Source: an optimization exercise on an open RTL-to-GDS flow (aim: small area and a short achievable clock period). Production flows keep margins and buffers that such runs may drop.
Where RTL was checked, it was by simulation tests only, not by an equivalence proof against the original.
Power figures rest on the tool's default switching activity, not on a simulated workload.

== run 4 ==
## alu_unit
module alu_unit #(
    parameter DATA_WIDTH = 32
)(
    input  wire                  clk,
    input  wire                  reset,
    input  wire                  in_valid,
    input  wire [3:0]            alu_op,
    input  wire [1:0]            forward_a,
    input  wire [1:0]            forward_b,
    input  wire [DATA_WIDTH-1:0] operand1,
    input  wire [DATA_WIDTH-1:0] operand2,
    input  wire [DATA_WIDTH-1:0] ex_mem_result,
    input  wire [DATA_WIDTH-1:0] mem_wb_result,
    output reg                   out_valid,
    output reg  [DATA_WIDTH-1:0] result,
    output reg                   zero_flag
);
clock: 18.0 ns
lec_check: 0
abc_area: 1
cap_margin: 20
core_margin: 2
core_utilization: 40
slew_margin: 20
standard.sh (not shown) runs the stock make flow with config.mk's settings and CLKGATE_MAP_FILE= SYNTH_SCRIPT=/design/flow/synth_recipe.tcl, a recipe that flattens the netlist after the stock synthesis.
==> flow/flow/run.sh <==
#!/bin/bash
# The standard layout, with the port buffers made from buf_2 cells instead of
# the cell buffer_ports picks by itself (a larger delay buffer).
set -euo pipefail
bash standard.sh "BUFFER_PORTS_ARGS=-buffer_cell sky130_fd_sc_hd__buf_2" finish > flow.log 2>&1
Relative to run 4, the following input files were edited for run 1:
==> flow/run.sh (new file) <==
#!/bin/bash
# synth_recipe.tcl (not shown) runs the flow's synth.tcl, then flattens the netlist and writes it again
# the make line also repeats each setting of config.mk as NAME=value (left out here)
make -C /OpenROAD-flow-scripts/flow DESIGN_CONFIG=/design/flow/config.mk WORK_HOME=/design/flow/orfs CLKGATE_MAP_FILE= SYNTH_SCRIPT=/design/flow/synth_recipe.tcl finish
removed: flow/flow/run.sh
removed: flow/standard.sh
--- outcome ---
Delta (run 1 minus run 4): sequential share of layout area -1.2 points; number of ordinary and repair buffers in the finished layout climbed 1; detailed-route wire length now larger; first-iteration DRC count saw an increase. Side by side, post-route clock period utilization turned out higher in run 1 than in run 4. Between run 1 and run 4, it is run 1 whose final worst slack is lower, by 0.15 ns. The final reports for run 1 and run 4 show final worst clock skew higher in the former. Number of iterations in the first detailed-routing pass in run 1 vs run 4: down 2.

========
## exp/umber
Another version of the RTL of alu_unit (not shown whole).
Size: roughly 2200 cells after synthesis, about 210 flip-flops, about 170 I/O pins, ~15000 um2 of cells after synthesis.
clock: 18.0 ns
lec_check: 0
abc_area: 1
cap_margin: 20
core_margin: 2
core_utilization: 40
slew_margin: 20
==> flow/flow/run.sh <==
#!/bin/bash
# The standard layout, with the port buffers made from buf_2 cells instead of
# the cell buffer_ports picks by itself (a larger delay buffer).
set -euo pipefail
bash standard.sh "BUFFER_PORTS_ARGS=-buffer_cell sky130_fd_sc_hd__buf_2" finish > flow.log 2>&1
exp/umber finished every stage and its layout cleared the timing, design-rule and antenna checks.
Input-level comparison between exp/sierra and exp/umber:
==> flow/flow/run.sh <==
#!/bin/bash
# Own layout flow: the standard flow (standard.sh), with two changes to how
# the layout is made:
#  - the port buffers that buffer_ports inserts are buf_2 cells;
#  - after placement, the driver of every net with a large fanout is swapped
#    for a stronger cell of the same function (flow/upsize.tcl), and the
#    placement is legalised again.
# Each tool's output goes to a log file of its own in this folder.
set -euo pipefail
ARGS=("BUFFER_PORTS_ARGS=-buffer_cell sky130_fd_sc_hd__buf_2")
bash standard.sh "${ARGS[@]}" place > flow_place.log 2>&1
openroad -no_init -exit flow/upsize.tcl > flow_upsize.log 2>&1
bash standard.sh "${ARGS[@]}" finish > flow_finish.log 2>&1
==> flow/flow/upsize.tcl (new file) <==
# Swap the driver of each high-fanout net for a stronger cell of the same
# function, then legalise the placement. Reads and rewrites 3_place.odb.
set results orfs/results/$::env(FLOW_PLATFORM)/alu_unit/base
read_db $results/3_place.odb
read_liberty $::env(FLOW_HOME)/platforms/$::env(FLOW_PLATFORM)/lib/sky130_fd_sc_hd__tt_025C_1v80.lib

set n 0
foreach inst [get_cells *] {
  set ref [get_property $inst ref_name]
  if {![regexp {^(sky130_fd_sc_hd__[a-z0-9]+)_([0-9]+)$} $ref -> base drv]} continue
  # leave registers, fill, tap and tie cells alone
  if {[regexp {__(df|sdf|edf|fill|tap|conb|decap)} $base]} continue
  set fo 0
  set on_clock 0
  foreach pin [get_pins -of_objects $inst] {
    set net [get_nets -quiet -of_objects $pin]
    if {$net == ""} continue
    if {[get_full_name $net] == "clk"} { set on_clock 1 }
    if {[get_property $pin direction] != "output"} continue
    set f [llength [get_pins -quiet -of_objects $net -filter "direction==input"]]
    if {$f > $fo} { set fo $f }
  }
  if {$on_clock} continue
  set want 0
  if {$fo >= 24} { set want 8 } elseif {$fo >= 12} { set want 4 } elseif {$fo >= 6} { set want 2 }
  if {$want <= $drv} continue
  set best ""
  foreach d {8 6 4 3 2} {
    if {$d > $want || $d <= $drv} continue
    if {[get_lib_cells -quiet */${base}_$d] != ""} { set best ${base}_$d; break }
  }
  if {$best == ""} continue
  replace_cell $inst $best
  incr n
}
puts "upsized $n cells"
detailed_placement
check_placement
write_db $results/3_place.odb
## What came out
- Number of sinks driven by the clock tree: exp/sierra vs exp/umber identical
- End-of-flow core utilization in exp/sierra vs exp/umber: up 0.55 points
- exp/umber has higher final critical path time including I/O delays and setup than exp/sierra.
- Diff exp/umber -> exp/sierra: via count roughly the same, worst hold slack ~0 delta, cell area climbed 1.2%, clock network area share ~0 delta, total chip power shows an increase of 0.0098 mW.
- Between exp/umber and exp/sierra, the first-pass GRT wire length does not differ in any meaningful way.
- The final cell count was comparable across exp/umber and exp/sierra.
- Largest stage delay on the critical path: exp/sierra < exp/umber
No functional check of the RTL was part of any run of this note.

========
alu_unit, a different RTL version from the one above (not shown whole).
Size in the first run: ~14000 um2 of cells after synthesis.
clock: 18.0 ns
lec_check: 0
abc_area: 1
cap_margin: 20
core_margin: 2
core_utilization: 60
slew_margin: 20
==> flow/flow/run.sh <==
#!/bin/bash
# Own layout flow: the standard flow (standard.sh), with two changes to how
# the layout is made:
#  - the port buffers that buffer_ports inserts are buf_2 cells;
#  - after placement, the driver of every net with a large fanout is swapped
#    for a stronger cell of the same function (flow/upsize.tcl), and the
#    placement is legalised again.
# Each tool's output goes to a log file of its own in this folder.
set -euo pipefail
ARGS=("BUFFER_PORTS_ARGS=-buffer_cell sky130_fd_sc_hd__buf_2")
bash standard.sh "${ARGS[@]}" place > flow_place.log 2>&1
openroad -no_init -exit flow/upsize.tcl > flow_upsize.log 2>&1
bash standard.sh "${ARGS[@]}" finish > flow_finish.log 2>&1
Other scripts of this flow, unchanged in this note and not shown: flow/flow/upsize.tcl
Change:
CORE_UTILIZATION = 40   (was 60)
CTS_BUF_LIST = sky130_fd_sc_hd__clkbuf_8   (was not set)
Outcome:
- The changed run passed the timing, design-rule and antenna checks
- area after synthesis is unchanged
- global-route usage came out lower by 11 points
- wire length came out higher by 4.1%
- fmax came out lower by 1.2%
- die area came out higher by 49%
Change:
CORE_UTILIZATION = 60   (was 40)
The changed run produced a clean layout.
First-iteration DRC count increases by 49%.
Cell count goes down by 6.6%.
Setup slack stays flat.
Area after synthesis is unchanged.
Core utilization went up by 22 points.
Routed wire length went down by 4.7%.
Die area falls by 33%.
Hold slack barely changes.
Register-to-register slack gets worse by 0.06 ns.
Count of clock-buffer cells in the layout stays the same.

[afterwards: timing with drivers on the ports]
No port has a modelled driver above. Below, the same layouts with a new extraction and two added sets of constraints.
Step 1, drivers: a clkbuf_16 drives clk and a buf_2 each remaining input, both assumed.
Step 2 times the ports against the registers' clock, not the clock port: input delays grow and output delays shrink by t, the midpoint of the rising clock arrivals with the driver on.
a / b / c = ideal ports / drivers / drivers and shift; a / b = the first two.
run	t (ns)	setup WS [ns]	worst setup path after step 2	worst register clock-pin slew, ns	worst slew at a driven data input, ns
run 4	0.493	12.558 / 12.558 / 12.558	register to register	0.08 / 0.08	0.04
run 1	0.495	12.408 / 12.408 / 12.057	input to register	0.10 / 0.10	0.04
exp/umber	0.593	12.836 / 12.864 / 12.271	input to register	0.06 / 0.06	0.05
exp/sierra	0.594	13.424 / 13.372 / 13.403	input to register	0.06 / 0.06	0.05
the first run of note 3	0.482	13.518 / 13.466 / 13.400	input to register	0.08 / 0.08	0.06
the second run of note 3	0.518	13.465 / 13.417 / 13.461	input to register	0.11 / 0.11	0.06
the third run of note 3	0.511	13.467 / 13.419 / 13.398	input to register	0.12 / 0.12	0.06
After both steps setup and hold are still met in every run listed. For exp/umber, which loses most, drivers alone change the setup slack by +0.028 ns; drivers and shift together by -0.565 ns.
